What follows belongs to an exercise in optimizing a design on an open flow for small area, a short achievable clock period and few clock cycles per item; a production flow would make more cautious choices. The RTL was checked by simulation tests, not by an equivalence proof against the original design.

run 1:
// ntt_16point
module ntt_16point(
    input wire clk,
    input wire rst,
    input wire start,
    input wire [111:0] data_in,
    output reg done,
    output wire [6:0] result_0,
    output wire [6:0] result_1,
    output wire [6:0] result_2,
    output wire [6:0] result_3,
    output wire [6:0] result_4,
    output wire [6:0] result_5,
    output wire [6:0] result_6,
    output wire [6:0] result_7,
    output wire [6:0] result_8,
    output wire [6:0] result_9,
    output wire [6:0] result_10,
    output wire [6:0] result_11,
    output wire [6:0] result_12,
    output wire [6:0] result_13,
    output wire [6:0] result_14,
    output wire [6:0] result_15
);
export LEC_CHECK = 0
export CAP_MARGIN = 20
export CORE_MARGIN = 2
export CORE_UTILIZATION = 65
export PLACE_DENSITY = 0.75
export SLEW_MARGIN = 20
export SYNTH_HIERARCHICAL = 1
create_clock -name core_clock -period 16.0 [get_ports {clk}]
run.sh (not shown) runs the stock make flow with config.mk's settings and CLKGATE_MAP_FILE= SYNTH_SCRIPT=/design/flow/synth_recipe.tcl, a recipe that flattens the netlist after the stock synthesis.
Testbench counts of run 1, summed over its fixed seeds: cycles 512, transforms 512.
Changes in run 2 relative to run 1:
Settings: putting SETUP_SLACK_MARGIN at 5 where nothing was set.
Notes after the runs:
- Diff run 1 -> run 2: relative area change from synthesis to final layout has increased, final critical delay including setup and external delays went down by 0.55 ns.
- Compared with run 1, run 2 shows a worst max-slew margin expressed relative to the limit that is 0.24 points lower.
- Run 2 vs run 1, fraction of cell area in non-clock buffers went up by 2.3 points.
- Run 2 vs run 1: wire length up by a little under 10%
Inputs modified between run 2 and run 3:
Settings: PLACE_DENSITY: 0.75 -> unset; CORE_UTILIZATION: 65 -> 40; SETUP_SLACK_MARGIN: 5 -> unset.
==> flow/flow/run.sh (new file) <==
#!/bin/bash
set -euo pipefail
export BUFFER_PORTS_ARGS="-buffer_cell sky130_fd_sc_hd__buf_2"
bash standard.sh > flow_make.log 2>&1
==> flow/standard.sh (new file) <==
#!/bin/bash
# synth_recipe.tcl (not shown) runs the flow's synth.tcl, then flattens the netlist and writes it again
# the make line also repeats each setting of config.mk as NAME=value (left out here)
make -C /OpenROAD-flow-scripts/flow DESIGN_CONFIG=/design/flow/config.mk WORK_HOME=/design/flow/orfs CLKGATE_MAP_FILE= SYNTH_SCRIPT=/design/flow/synth_recipe.tcl "${@:-finish}"
removed: flow/run.sh
Results
- Any difference in clock-pin slew on the worst setup and hold paths between run 3 and run 2 is small enough to ignore.
- Delta(final worst-path setup slack, run 3 - run 2) < 0
- Wire length of the first global-routing pass: run 3 worse than run 2
- Going from run 2 to run 3, number of nets in the layout shrinks by about 3.5%.
- The most frequent standard cell in the layout excluding fill and tap cells comes out sky130_fd_sc_hd__fa_1 in one run and sky130_fd_sc_hd__inv_1 in the other, namely in run 3 and run 2 respectively.
- Design area went down by a little under 10% going from run 2 to run 3.
- Run 2 ended up with r1149 as its start point of the critical path; run 3 ended up with r1176.
- Comparing run 2 against run 3, there is no change at all in clock skew.
Here is what was changed in the inputs of run 4 compared with run 3.
==> flow/run.sh (new file) <==
#!/bin/bash
# synth_recipe.tcl (not shown) runs the flow's synth.tcl, then flattens the netlist and writes it again
# the make line also repeats each setting of config.mk as NAME=value (left out here)
make -C /OpenROAD-flow-scripts/flow DESIGN_CONFIG=/design/flow/config.mk WORK_HOME=/design/flow/orfs CLKGATE_MAP_FILE= SYNTH_SCRIPT=/design/flow/synth_recipe.tcl finish
removed: flow/flow/run.sh
removed: flow/standard.sh
[summary]
- Between run 3 and run 4, the final-layout clock buffer total does not differ in any meaningful way.
- Summary — filler cell count, run 4 relative to run 3: lower, by about 0.7%.
- From run 3 to run 4 the numbers moved as follows: total detailed-routing wirelength rose 830 um, number of library cell types mapped by synthesis about even, final area rose about 3.5%, first-pass GRT wire length rose 1.8%.
- Sum of met2 wire segment lengths after detailed routing (run 4 over run 3): increase, 310 um
- Higher area growth from synthesis to layout was reported by run 4, not run 3.
- met3 routing resource usage after global routing in run 4 is 0.50 points above run 3.
- The fraction of area in clock buffers and inverters of run 4 falls short of that of run 3 by 0.20 points.

## re-timing with driven ports
The flow's constraints put no driver on any port. The routed layouts listed below were extracted and timed again, unchanged, in two steps.
Step 1, drivers: a clkbuf_16 drives clk and a buf_2 each remaining input, both assumed.
Step 2 also shifts input and output timing later by t, the mid clock arrival at the registers, as if the neighbouring blocks saw the same clock.
Three values: no drivers, after step 1, after step 2; two values: the first two.
run	shift t [ns]	setup slack, ns	worst setup path at the end	cell pins on the clock port's net
run 1	0.478	4.314 / 4.264 / 4.742	register to output	1
run 2	0.477	4.869 / 4.818 / 5.090	input to register	1
run 3	0.476	4.665 / 4.607 / 5.083	register to output	1
run 4	0.487	4.308 / 4.249 / 4.736	register to output	1
After both steps setup and hold are still met in every run listed.
